What follows belongs to an exercise in optimizing a design on an open flow for small area; a production flow would make more cautious choices. Function was checked by simulation only, so behaviour that the tests miss may differ from the original. In every run shown here, the design's own scripts or RTL, not TritonCTS, make the clock network. The flow treats the clock pin as an ideal source. Dropping or thinning the clock tree relies on that and would not hold on a real chip. Power is estimated from default activity; no workload was simulated.

[flow/config.mk]
export PLATFORM = sky130hd
export DESIGN_NAME = micro
export DESIGN_NICKNAME = micro
export VERILOG_FILES = /design/flow/design.v
export SDC_FILE = /design/flow/constraint.sdc
export NUM_CORES = 4
export LEC_CHECK = 0
export CAP_MARGIN = 20
export CORE_MARGIN = 2
export CORE_UTILIZATION = 40
export CTS_BUF_LIST = sky130_fd_sc_hd__clkbuf_8
export SLEW_MARGIN = 20
[flow/constraint.sdc]
create_clock -name core_clock -period 10.0 [get_ports {_iClk}]
set_input_delay 2.0000 -clock core_clock [delete_from_list [all_inputs] [get_ports {_iClk}]]
set_output_delay 2.0000 -clock core_clock [all_outputs]
set_load 0.01 [all_outputs]
[flow/design.v]
module micro
(
    input  logic        _iClk,
    input  logic        _iReset,
    input  logic [7:0]  _iInstMemData,
    output logic [7:0]  _oInstMemAddr,
    input  logic [7:0]  _iDataMemRData,
    output logic [7:0]  _oDataMemAddr,
    output logic [7:0]  _oDataMemWData,
    output logic        _oDataMemWrite
);
    logic [3:0] cnt;
    logic [7:1] pc;
    logic [7:0] acc;
    logic       flagC, flagN, flagNZ;    
    wire        init = flagN && !flagNZ;
    logic [1:0] cls;
    logic       x;
    logic [1:0] f;
    wire        exec  = cnt[3];
    wire [2:0]  step  = cnt[2:0];
    wire        step0 = (step == 3'd0);
    wire [7:0]  k     = _iInstMemData;
    wire [7:0] op = _iInstMemData;
    wire       dinv = (op[5:3] != 3'd0) ||
                      (op[2] && (op[7:6] == 2'b00 || op[7:6] == 2'b11));
    wire [1:0] dcls = dinv ? 2'b01 : {op[7] ^ op[6], op[7]};
    wire       dx   = dinv || (op[7:6] == 2'b00 ? op[1] : op[2]);
    always_ff @(posedge _iClk) begin
        if (!exec) begin
            cls <= dcls;
            x   <= dx;
            f   <= op[1:0];
        end
    end
    wire isMem   = (cls == 2'b00);
    wire isArith = (cls == 2'b10);
    wire isLogic = (cls == 2'b11);
    wire isJump  = (cls == 2'b01);
    wire store   = isMem && f[0];
    wire load    = isMem && !f[0];
    assign _oInstMemAddr  = {pc, exec};
    assign _oDataMemAddr  = x ? acc : k;
    assign _oDataMemWData = x ? k : acc;
    assign _oDataMemWrite = exec && step0 && store;
    wire b   = x ? k[step] : _iDataMemRData[step];
    wire a   = acc[0];
    wire cin = flagC && (f[1] || !step0);
    wire sum = a ^ b ^ cin;
    wire cout = ((a ^ f[0]) & b) | ((a ^ f[0]) & cin) | (b & cin);
    logic lres;
    always_comb begin
        case (f)
            2'b00:   lres = !(a | b);
            2'b01:   lres = !(a & b);
            2'b10:   lres = a ^ b;
            default: lres = !(a ^ b);
        endcase
    end
    wire r     = isMem ? b : (isArith ? sum : lres);
    wire alu   = exec && cls[1];
    wire wrAcc = alu || (exec && load);
    logic cond;
    always_comb begin
        case (f)
            2'b00:   cond = 1'b1;
            2'b01:   cond = !flagNZ;
            2'b10:   cond = flagC;
            default: cond = flagN;
        endcase
    end
    wire taken = isJump && !x && cond;
    wire last  = (cnt == 4'hF);
    wire [6:0] pcAdd = (last && taken) ? k[7:1] : 7'd0;
    logic [7:1] pcNext;
    logic [7:1] pcC;
    always_comb begin
        pcC[1] = last;
        for (int i = 1; i < 7; i++) begin
            pcNext[i] = pc[i] ^ pcAdd[i-1] ^ pcC[i];
            pcC[i+1]  = (pc[i] & pcAdd[i-1]) | (pc[i] & pcC[i]) | (pcAdd[i-1] & pcC[i]);
        end
        pcNext[7] = pc[7] ^ pcAdd[6] ^ pcC[7];
    end
    always_ff @(posedge _iClk) begin
        acc <= {wrAcc ? r : (a && !(init && !exec)), acc[7:1]};
    end
    always_ff @(posedge _iClk, posedge _iReset) begin
        if (_iReset) begin
            cnt    <= 4'd0;
            pc     <= 7'd0;
            flagC  <= 1'b0;
            flagN  <= 1'b1;
            flagNZ <= 1'b0;
        end
        else begin
            cnt <= cnt + 4'd1;
            pc  <= pcNext;
            if (alu) begin
                flagN  <= r;
                flagNZ <= r || (flagNZ && !step0);
                flagC  <= isArith && cout;
            end
            else if (exec && init) begin
                flagN  <= 1'b0;
            end
        end
    end
endmodule
[flow/flow/run.sh]
#!/bin/bash
# Layout flow: the standard ORFS flow (standard.sh) with three changes.
#  1. Synthesis maps logic with an area-oriented ABC script (flow/abc_area.script)
#     instead of ORFS's delay-oriented one. Synthesis is otherwise the standard
#     script (synth_recipe.tcl), so the registers are the standard synthesis's.
#  2. The buffers global placement puts on every input and output port use the
#     smallest buffer cell.
#  3. Clock tree synthesis is replaced by one buffer that drives every flip-flop
#     clock pin (flow/cts_single.tcl).
# Each tool's output goes to a log file in this folder.
set -euo pipefail
here=$PWD
rm -rf "$here/scripts_synth"
cp -r "$FLOW_HOME/scripts" "$here/scripts_synth"
cp "$here/flow/abc_area.script" "$here/scripts_synth/abc_speed.script"
SCRIPTS_DIR="$here/scripts_synth" bash standard.sh synth > synth.log 2>&1
export BUFFER_PORTS_ARGS="-buffer_cell sky130_fd_sc_hd__buf_1"
export PRE_CTS_TCL="$here/flow/cts_single.tcl"
export CLOCK_ROOT_BUFFER=sky130_fd_sc_hd__buf_12
bash standard.sh > layout.log 2>&1
[flow/flow/abc_area.script]
strash
dch -f
map -a
strash
dch -f
map -a
topo
[flow/flow/cts_single.tcl]
# Sourced by ORFS's cts.tcl (PRE_CTS_TCL hook) before it calls clock_tree_synthesis.
# This design has few flip-flops, close together, so instead of a buffer tree one
# strong buffer, placed at the centre of the flip-flops, drives every clock pin.
proc clock_tree_synthesis { args } {
  set block [ord::get_db_block]
  set net [[$block findBTerm _iClk] getNet]
  set sx 0.0
  set sy 0.0
  set n 0
  foreach it [$net getITerms] {
    set bb [[$it getInst] getBBox]
    set sx [expr { $sx + ([$bb xMin] + [$bb xMax]) / 2.0 }]
    set sy [expr { $sy + ([$bb yMin] + [$bb yMax]) / 2.0 }]
    incr n
  }
  set dbu [$block getDbUnitsPerMicron]
  set x [expr { $sx / $n / $dbu }]
  set y [expr { $sy / $n / $dbu }]
  puts "single clock buffer for $n sinks at ($x, $y)"
  insert_buffer -buffer_cell $::env(CLOCK_ROOT_BUFFER) -net [$net getName] \
    -location [list $x $y] -buffer_name clkbuf_root -net_name clknet_root
  foreach n2 [$block getNets] {
    foreach it [$n2 getITerms] {
      if { [[$it getMTerm] getName] == "CLK" } { $n2 setSigType CLOCK; break }
    }
  }
  $net setSigType CLOCK
  set_propagated_clock [all_clocks]
}
[flow/standard.sh]
#!/bin/bash
# synth_recipe.tcl (not shown) runs the flow's synth.tcl, then flattens the netlist and writes it again
# the make line also repeats each setting of config.mk as NAME=value (left out here)
make -C /OpenROAD-flow-scripts/flow DESIGN_CONFIG=/design/flow/config.mk WORK_HOME=/design/flow/orfs CLKGATE_MAP_FILE= SYNTH_SCRIPT=/design/flow/synth_recipe.tcl "${@:-finish}"
==> results of run 1 <==
==> power groups by stage <==
stage | Clock (mW) | Sequential (mW) | Combinational, mW
after floorplan | 0 | 0.125 | 0.0168
after global placement | 0 | 0.125 | 0.0307
after CTS | 0.0465 | 0.122 | 0.0303
after detailed placement | 0 | 0.125 | 0.0301
after global routing | 0.0507 | 0.124 | 0.0341
final | 0.0458 | 0.122 | 0.0297
==> through the flow <==
step	instances	instance area, sq um	hold WS [ns]
floorplan	179	1490	0.351
global placement	268	1700	0.356
detailed placement	268	1700	0.362
CTS	269	1720	0.378
global route	269	1720	0.390
finish	269	1720	0.378
==> cell usage in the layout, fill, tap and decap left out, drive strengths merged <==
cell     n
dfxtp    8
o22ai    1
a221oi   1
o31ai    2
edfxtp   5
fa       6
a21oi   10
clkinv  23
and2     1
nand4    1
nand3    6
nor2    16
buf     43
dfstp    1
dfrtp   13
nor4     3
a22oi    1
ha       5
o211ai   2
nand2   49
nor3     1
xor2     3
o21ai   17
xnor2    3
==> critical path: cells and delay by family <==
family,cells,cell delay [ns]
XOR/XNOR,2,0.34
AND/OR/NAND/NOR,1,0.10
buffers and inverters,2,0.19
adder cells (fa/ha/maj),6,2.08
==> layer usage <==
layer | track usage, % | routed length [um] | vias up
met5 | 0 | 0 | -
met4 | 2.34 | 37 | 0
met3 | 0.694 | 138 | 4
met2 | 30.3 | 1580 | 33
met1 | 22.3 | 1530 | 583
li1 | - | - | 669
==> area by class of cell, clock buffers not listed <==
class / count / area [sq um]
inverter: 23 / 86.3
multi-input combinational: 128 / 734
fill: 397 / 1910
timing repair buffer: 42 / 158
tap: 48 / 60.1
sequential: 27 / 662
==> kinds of logic (layout without fill, tap and decap cells) <==
group / Yosys count / count (layout) / synth area share (%)
flip-flops: 27 / 27 / 44.4
adder cells (fa/ha/maj): 11 / 11 / 12.3
AO/OA/AOI/OAI: 34 / 34 / 12.6
AND/OR/NAND/NOR: 77 / 77 / 20.9
XOR/XNOR: 6 / 6 / 3.53
buffers and inverters: 24 / 66 / 6.30
==> registers in the layout (all words and copies together), names as in the netlist <==
| signal | cells |
|---|---|
| flagN | 1 |
| cnt | 4 |
| cls | 2 |
| acc | 8 |
| pc | 7 |
| f | 2 |
| x | 1 |
| flagC | 1 |
| flagNZ | 1 |
==> how the worst max path moves through the flow <==
stage | to | slack (ns) | cells past startpoint | start
2_1_floorplan | pc[7] | 5.38 | 10 | _iInstMemData[1]
3_3_place_gp | pc[7] | 5.20 | 11 | _iInstMemData[1]
3_5_place_dp | pc[7] | 5.11 | 11 | _iInstMemData[1]
4_1_cts | pc[7] | 5.29 | 11 | _iInstMemData[1]
5_1_grt | pc[7] | 5.20 | 11 | _iInstMemData[1]
6_report | pc[7] | 5.33 | 11 | _iInstMemData[1]
==> notes.md, run 1 <==
vias per inst about 4.8; Comb power frac 15.0%; Overflow after GRT 0; area grow syn2layout 15.4%; Max VDD drop around 0.071 mV; Syn Inst Count around 180; Final WS setup ~5.3 ns; final worst-path cycle share 46.7%; ys flop type dfrtp_1; # IOs 43; Post-Syn Nets around 210; # DRC 0; Final min period between 4 and 5 ns; P_sw 53.7 uW; Die Y 65.0 um; share of the synthesized area in the top cell type a little over a fifth; layout cells sized above 1 under 10%; largest area contributor in the netlist dfrtp_1; WS Path Type in2reg; register bit count reported by yosys 27; Final Hold Viols 0; fraction of registers with async set or reset after synthesis approximately half; vias in the first global route roughly 1,300; Int Pwr 144 uW; Routability Congestion 0.881; CP arrival 4.71 ns; final net count ~250; RSZ-0062 raised after global routing false; crit-path max cell delay 0.39 ns; max-cap check violation count 0; Iteration-0 DRC Markers 38; post-place setup slack between 5 and 6 ns; post-cts repair resize count 0; FP Rows 22; Slowest-stage cell, CP fa_1; top cells by count, synth nand2_1 (49), clkinv_1 (23), o21ai_0 (17); pin count of the biggest net entering global routing 28; Max FO, Critical Path 5; Worst-path clk slew between 0.1 and 0.15 ns; number of flops mapped to enable cells by yosys 5; HPWL Detailed roughly 2600 um; slew margin rel. a little under half; DIE AREA 4230 sq um; worst r2r src f[0]; Routed WL ~3300 um; post-synthesis sequential area ratio 44.4%; sw frac roughly 27%; Leakage 0.706 nW; Design Power just under 200 uW; r2r worst-path depth 16; crit path capture type flop; Skew-Pair Late Insertion Delay approximately 0.14 ns; Final Util roughly 47%; total track usage 16.6%; PortBufs between 40 and 50; first-pass GRT wire length 5690 um; Crit path top cell by count fa_1; crit path launch type primary input; Final ANT Viol Nets 0; Hold Path Sink acc[3]; hold_buf cts 0; initial antenna violation count 0; Worst EP required 10.04 ns; most frequent cell after synthesis nand2_1; antenna cell count 0; worst hold path class reg2reg; DR WL/cell between 10 and 15 um; worst-path cell chain buf_1, nand2_1, fa_1, clkinv_1, fa_1, fa_1, fa_1, fa_1, fa_1, xor2_1, xor2_1; PwrDens ~120 nW/um^2; DR vias around 1,300; dominant cells by area after synthesis dfrtp_1 (22%), nand2_1 (12%), dfxtp_1 (11%); Avg Inst Size Synth around 8.3 sq um; synthesized cell area ~1500 sq um; synth warn 1; Pins Over Slew Limit 0; Core Region between 3000 and 4000 sq um; fmax between 0.2 and 0.25 GHz; setup tns final 0 ns; clk_skew between 0.004 and 0.005 ns; # setup viols final 0; status finished clean; number of post-CTS setup repair buffers 0; min-delay src acc[4]; FF-to-FF setup slack 5.68 ns; r2r endpoint pc[7]; depth of the worst hold-timing path 0; Flop pwr share between 60% and 70%; distinct cell type count after synthesis 24; DIE WIDTH 65.0 um; first-pass iteration count of the detailed router 4; clock share of power 23.2%; Initial Utilization between 40% and 50%; Least-Margin Pin Slew between 0.8 and 0.9 ns
==> run 2, diff against run 1 <==
--- a/flow/config.mk
+++ b/flow/config.mk
@@ -7,6 +7,6 @@
 export LEC_CHECK = 0
 export CAP_MARGIN = 20
 export CORE_MARGIN = 2
-export CORE_UTILIZATION = 40
-export CTS_BUF_LIST = sky130_fd_sc_hd__clkbuf_8
+export CORE_UTILIZATION = 65
+export PLACE_DENSITY = 0.75
 export SLEW_MARGIN = 20
==> notes.md, run 2 <==
# setup viols final 0 (unchanged); clk_skew 0.00469 ns (+0.000600 ns); FP Rows 17 (-23%); dominant cells by area after synthesis dfrtp_1 (22%), nand2_1 (12%), dfxtp_1 (11%); Worst-path clk slew 0.11 ns (about the same); most frequent cell after synthesis nand2_1; top flop regs acc (8), pc (7), cnt (4); min-delay src acc[4]; total track usage 26.3% (+9.8 points); Routed WL 3290 um (-0.21%); pin count of the biggest net entering global routing 28 (unchanged); Design Power 197 uW (-0.58%); Core Region 2190 sq um (-40%); Skew-Pair Late Insertion Delay 0.14 ns (about the same); post-cts repair resize count 0 (unchanged); initial antenna violation count 0 (unchanged); crit path capture type flop; layout cells sized above 1 1.36% (unchanged); fmax 0.211 GHz (-1.5%); WS Path Type in2reg; DIE WIDTH 51.9 um (-20%); PwrDens 116 nW/um^2 (+0.88%); Overflow after GRT 0 (unchanged); Max FO, Critical Path 5 (unchanged); hold_buf cts 0 (unchanged); design area 1700 sq um (-1.5%); PortBufs 42 (unchanged); number of post-CTS setup repair buffers 0 (unchanged); antenna cell count 0 (unchanged); worst r2r src f[0]; area grow syn2layout 13.8%; Syn Inst Count 179 (unchanged); Routability Congestion 0.815 (-7.5%); Leakage 0.706 nW (unchanged); Avg Inst Size Synth 8.33 sq um (unchanged); Final Hold Viols 0 (unchanged); fraction of registers with async set or reset after synthesis 51.9% (unchanged); Die Y 51.9 um (-20%); status finished clean; first-pass GRT wire length 5360 um (-5.8%); RSZ-0062 raised after global routing false; Setup crit start _iInstMemData[1]; number of flops mapped to enable cells by yosys 5 (unchanged); Initial Utilization 68.0% (+27 points); largest area contributor in the netlist dfrtp_1; Least-Margin Pin Slew 0.811 ns (+0.00393 ns); synth warn 1 (unchanged); Pins Over Slew Limit 0 (unchanged); distinct cell type count after synthesis 24 (unchanged); DR vias 1,329 (+3.1%); # DRC 0 (unchanged); slew margin rel. 45.4% (-0.26 points); ys flop type dfrtp_1; Final ANT Viol Nets 0 (unchanged); commonest non-fill, non-tap cell in the layout nand2_1; setup tns final 0 ns (unchanged); max-cap check violation count 0 (unchanged); final net count 252 (unchanged); crit path launch type primary input; Post-Syn Nets 208 (unchanged); worst hold path class reg2reg; max reg flops 8 (unchanged); post-synthesis sequential area ratio 44.4% (unchanged); Final min period 4.74 ns (+0.0731 ns); HPWL Detailed 2560 um (-0.46%); Iteration-0 DRC Markers 33 (-13%); Worst EP required 10.03 ns (about the same); register bit count reported by yosys 27 (unchanged); most flop-heavy register acc; vias per inst 5.34 (+11%); final worst-path cycle share 47.4% (+0.73 points); DR WL/cell 13.2 um (+7.8%); Max VDD drop 0.0883 mV (+25%); synthesized cell area 1490 sq um (unchanged); top cells by count, synth nand2_1 (49), clkinv_1 (23), o21ai_0 (17); vias in the first global route 1,224 (-4.2%); first-pass iteration count of the detailed router 4 (unchanged); CP arrival 4.78 ns (+0.07 ns); DIE AREA 2690 sq um (-36%); # IOs 43 (unchanged); most frequent cells in the layout nand2_1 (49), buf_1 (42), clkinv_1 (23); Final Util 77.4% (+30 points); share of the synthesized area in the top cell type 21.8% (unchanged); Placed Instance Area 1680 sq um (-1.5%)
==> run 2: cell families after synthesis <==
family | Yosys count | synth area share (%)
AND/OR/NAND/NOR | 77 | 20.9
AO/OA/AOI/OAI | 34 | 12.6
flip-flops | 27 | 44.4
buffers and inverters | 24 | 6.30
adder cells (fa/ha/maj) | 11 | 12.3
XOR/XNOR | 6 | 3.53
==> run 2: layout make-up, clock buffers not listed <==
type                            count  area [sq um]
Sequential cell                    27           662
Fill cell                         162           495
Multi-Input combinational cell    128           734
Tap cell                           28          35.0
Timing Repair Buffer               42           158
Inverter                           23          86.3
==> run 2: power by group <==
group / switching (mW) / internal, mW
registers: 0.00559 / 0.117
clock network: 0.0276 / 0.0163
logic: 0.0192 / 0.0113
total: 0.0524 / 0.144
==> run 2: stage by stage <==
| step | hold WS (ns) | instances | setup WS, ns |
|---|---|---|---|
| floorplan | 0.351 | 179 | 5.38 |
| detailed placement | 0.358 | 248 | 5.07 |
| finish | 0.372 | 249 | 5.26 |
| CTS | 0.373 | 249 | 5.25 |
| global route | 0.384 | 249 | 5.14 |
| global placement | 0.354 | 248 | 5.18 |
==> run 2: path summary, 6_finish.rpt <==
check | end | slack (ns) | cells after the start
worst max-delay path | pc[7] | 5.26 | 11
worst min-delay path | acc[3] | 0.37 | 0
worst max register to register | pc[7] | 5.58 | 16
worst min register to register | acc[3] | 0.37 | 0
max in group asynchronous | flagN | 7.92 | 2
min in group asynchronous | flagNZ | 1.78 | 2
==> run 2: per-layer routing <==
metal	vias to the layer above	GRT usage [%]	routed length, um
li1	680	-	-
met1	621	36.7	1450
met2	28	47.7	1730
met3	0	1.15	115
met4	0	1.75	0
met5	-	0	0
==> run 2: critical path: stages <==
cell	delay [ns]
buf_1	0.13
nand2_1	0.10
fa_1	0.17
clkinv_1	0.07
fa_1	0.38
fa_1	0.41
fa_1	0.41
fa_1	0.39
fa_1	0.39
xor2_1	0.18
xor2_1	0.16
==> run 3, diff against run 2 <==
==> flow/flow/run.sh (replaced) <==
#!/bin/bash
# Layout flow: the standard ORFS flow (standard.sh) with three changes.
#  1. Synthesis maps logic with an area-oriented ABC script (flow/abc_area.script)
#     instead of ORFS's delay-oriented one, and leaves adders to ABC instead of
#     extracting full/half adder cells first. Synthesis is otherwise the standard
#     script (synth_recipe.tcl), so the registers are the standard synthesis's.
#  2. The buffers global placement puts on every input and output port use the
#     smallest buffer cell.
#  3. Clock tree synthesis is replaced by one buffer that drives every flip-flop
#     clock pin (flow/cts_single.tcl).
# Each tool's output goes to a log file in this folder.
set -euo pipefail
here=$PWD
rm -rf "$here/scripts_synth"
cp -r "$FLOW_HOME/scripts" "$here/scripts_synth"
cp "$here/flow/abc_area.script" "$here/scripts_synth/abc_speed.script"
SCRIPTS_DIR="$here/scripts_synth" ADDER_MAP_FILE= bash standard.sh synth > synth.log 2>&1
export BUFFER_PORTS_ARGS="-buffer_cell sky130_fd_sc_hd__buf_1"
export PRE_CTS_TCL="$here/flow/cts_single.tcl"
export CLOCK_ROOT_BUFFER=sky130_fd_sc_hd__buf_12
bash standard.sh > layout.log 2>&1
--- a/flow/config.mk
+++ b/flow/config.mk
@@ -7,6 +7,6 @@
 export LEC_CHECK = 0
 export CAP_MARGIN = 20
 export CORE_MARGIN = 2
-export CORE_UTILIZATION = 65
-export PLACE_DENSITY = 0.75
+export CORE_UTILIZATION = 40
+export CTS_BUF_LIST = sky130_fd_sc_hd__clkbuf_8
 export SLEW_MARGIN = 20
==> notes.md, run 3 <==
status finished clean; Core Region 3610 sq um (+65%); vias per inst 4.90 (-8.2%); crit-path max cell delay 0.21 ns (-0.20 ns); Crit path top cell by count buf_1; share of the synthesized area in the top cell type 21.9% (+0.074 points); initial antenna violation count 0 (unchanged); number of post-CTS setup repair buffers 0 (unchanged); slew margin rel. 50.1% (+4.7 points); Post-Syn Nets 225 (+8.2%); met3 Use GR 1.04% (-0.11 points); post-place setup slack 5.28 ns (+0.212 ns); Pins Over Slew Limit 0 (unchanged); most flop-heavy register acc; Global Route met2 Usage 28.0% (-20 points); # setup viols final 0 (unchanged); max-cap check violation count 0 (unchanged); Final ANT Viol Nets 0 (unchanged); PortBufs 42 (unchanged); final net count 269 (+6.7%); fill cell count 383 (+140%); CP arrival 2.71 ns (-2.07 ns); worst hold path class reg2reg; max reg flops 8 (unchanged); Routed WL 3430 um (+4.5%); # DRC 0 (unchanged); fmax 0.212 GHz (+0.60%); post-synthesis sequential area ratio 44.6% (+0.15 points); fraction of registers with async set or reset after synthesis 51.9% (unchanged); post-cts repair resize count 0 (unchanged); Slowest-stage cell, CP buf_1; DR WL/cell 11.6 um (-12%); top cells by count, synth nand2_1 (62), clkinv_1 (32), o21ai_0 (23); area grow syn2layout 15.5%; Least-Margin Pin Slew 0.749 ns (-0.0614 ns); non-filler cells, final 297 (+19%); Final WS setup 5.29 ns (+0.0284 ns); FP Rows 22 (+5); final worst-path cycle share 47.1% (-0.28 points); Avg Inst Size Synth 7.17 sq um (-14%); commonest non-fill, non-tap cell in the layout nand2_1; total track usage 16.8% (-9.5 points); Overflow after GRT 0 (unchanged); hold_buf cts 0 (unchanged); most frequent cell after synthesis nand2_1; clk_skew 0.00533 ns (+0.000646 ns); DIE AREA 4220 sq um (+57%); ys flop type dfrtp_1; HPWL Detailed 2760 um (+7.7%); final hold slack 0.374 ns (+0.00272 ns); Syn Inst Count 207 (+16%); Iteration-0 DRC Markers 76 (+130%); vias in the first global route 1,252 (+2.3%); Leakage 0.674 nW (-4.5%); RSZ-0062 raised after global routing false; PwrDens 119 nW/um^2 (+2.6%); DR vias 1,455 (+9.5%); synthesized cell area 1490 sq um (-0.34%); WS Path Type in2out; register bit count reported by yosys 27 (unchanged); Worst EP required 8.00 ns (-2.03 ns); dominant cells by area after synthesis dfrtp_1 (22%), nand2_1 (16%), dfxtp_1 (11%); crit path capture type primary output; setup tns final 0 ns (unchanged); antenna cell count 0 (unchanged); most frequent cells in the layout nand2_1 (62), buf_1 (42), clkinv_1 (32); largest area contributor in the netlist dfrtp_1; # IOs 43 (unchanged); pin count of the biggest net entering global routing 28 (unchanged); number of flops mapped to enable cells by yosys 5 (unchanged); distinct cell type count after synthesis 22 (-8.3%); Top Usage Layer GRT met2; met1 usage 25.2% (-12 points); first-pass GRT wire length 5730 um (+6.8%); Top delay family on crit path buffers and inverters; Final Hold Viols 0 (unchanged); synth warn 1 (unchanged); Skew-Pair Late Insertion Delay 0.14 ns (about the same); first-pass iteration count of the detailed router 4 (unchanged); Design Power 204 uW (+3.8%); CP Depth 4 (-7); crit path launch type primary input; Final min period 4.71 ns (-0.0284 ns); buffer and inverter count on the worst path 3 (+1); Die Y 64.9 um (+25%); depth of the worst hold-timing path 0 (unchanged); layout cells sized above 1 1.20% (-0.15 points); worst-path cell chain buf_1, clkinv_1, o21ai_0, buf_1; r2r worst-path depth 17 (+1); Max VDD drop 0.0580 mV (-34%); top flop regs acc (8), pc (7), cnt (4); dpl cells 296 (+19%); Max FO, Critical Path 6 (+1); DIE WIDTH 64.9 um (+25%); Initial Utilization 41.2% (-27 points); Routability Congestion 0.877 (+7.6%); Worst-path clk slew 0.11 ns (about the same)
-- run 3: layer usage --
metal	wire length (um)	part of all wire, %	vias to the layer above
met3	121	3.5	2
met1	1780	52	665
met4	27	0.79	0
li1	-	-	766
met5	0	0	-
met2	1510	44	22
-- run 3: final timing paths --
check | from | end | slack, ns
setup / recovery | _iInstMemData[6] | _oDataMemAddr[6] | 5.29
min in group asynchronous | _iReset | pc[1] | 1.79
max in group asynchronous | _iReset | flagN | 7.89
hold / removal | acc[2] | acc[1] | 0.37
setup reg to reg | cnt[0] | pc[7] | 6.57
hold reg to reg | acc[2] | acc[1] | 0.37
-- run 3: layout make-up, clock buffers not listed --
cell class / instances / area [sq um] / share of cell area, %
flip-flops and latches: 27 / 662 / 38.6
inverters: 32 / 120 / 7.00
repair buffers: 42 / 158 / 9.19
well taps: 48 / 60.1 / 3.50
multi-input cells: 147 / 696 / 40.6
-- run 3: stage by stage --
stage / instance area, sq um / util [%]
global route: 1720 / 47.6
global placement: 1700 / 47.0
detailed placement: 1700 / 47.0
CTS: 1720 / 47.6
finish: 1720 / 47.6
floorplan: 1490 / -
-- run 3: cells by family (layout without fill, tap and decap cells) --
family	count (synthesis)	count (layout)	share of synthesized area (%)
AND/OR/NAND/NOR	91	91	24.2
flip-flops	27	27	44.6
buffers and inverters	33	75	8.59
AO/OA/AOI/OAI	48	48	17.9
XOR/XNOR	8	8	4.72
-- run 3: power breakdown --
part | switching (mW) | total, mW | internal [mW]
clock | 0.0282 | 0.0446 | 0.0163
combinational | 0.0234 | 0.0362 | 0.0128
sequential | 0.00567 | 0.124 | 0.118

[port drivers added, routing unchanged]
The flow's constraints put no driver on any port. The routed layouts listed below were extracted and timed again, unchanged, in two steps.
Step 1, drivers: a clkbuf_16 drives _iClk and a buf_2 each remaining input, both assumed.
Step 2 times the ports against the registers' clock, not the clock port: input delays grow and output delays shrink by t, the midpoint of the rising clock arrivals with the driver on.
a / b / c = ideal ports / drivers / drivers and shift; a / b = the first two.
run | shift t [ns] | slack for setup (ns) | worst hold slack (ns) | worst data-port slew with drivers (ns) | pins driven straight from the clock port
run 1 | 0.174 | 5.331 / 5.337 / 5.171 | 0.378 / 0.378 / 0.378 | 0.03 | 1
run 2 | 0.168 | 5.257 / 5.267 / 5.099 | 0.372 / 0.372 / 0.372 | 0.04 | 1
run 3 | 0.171 | 5.286 / 5.262 / 5.262 | 0.374 / 0.374 / 0.374 | 0.03 | 1
After both steps every run listed still meets setup and hold. For run 1, which loses most, drivers alone change the setup slack by +0.006 ns; drivers and shift together by -0.160 ns.
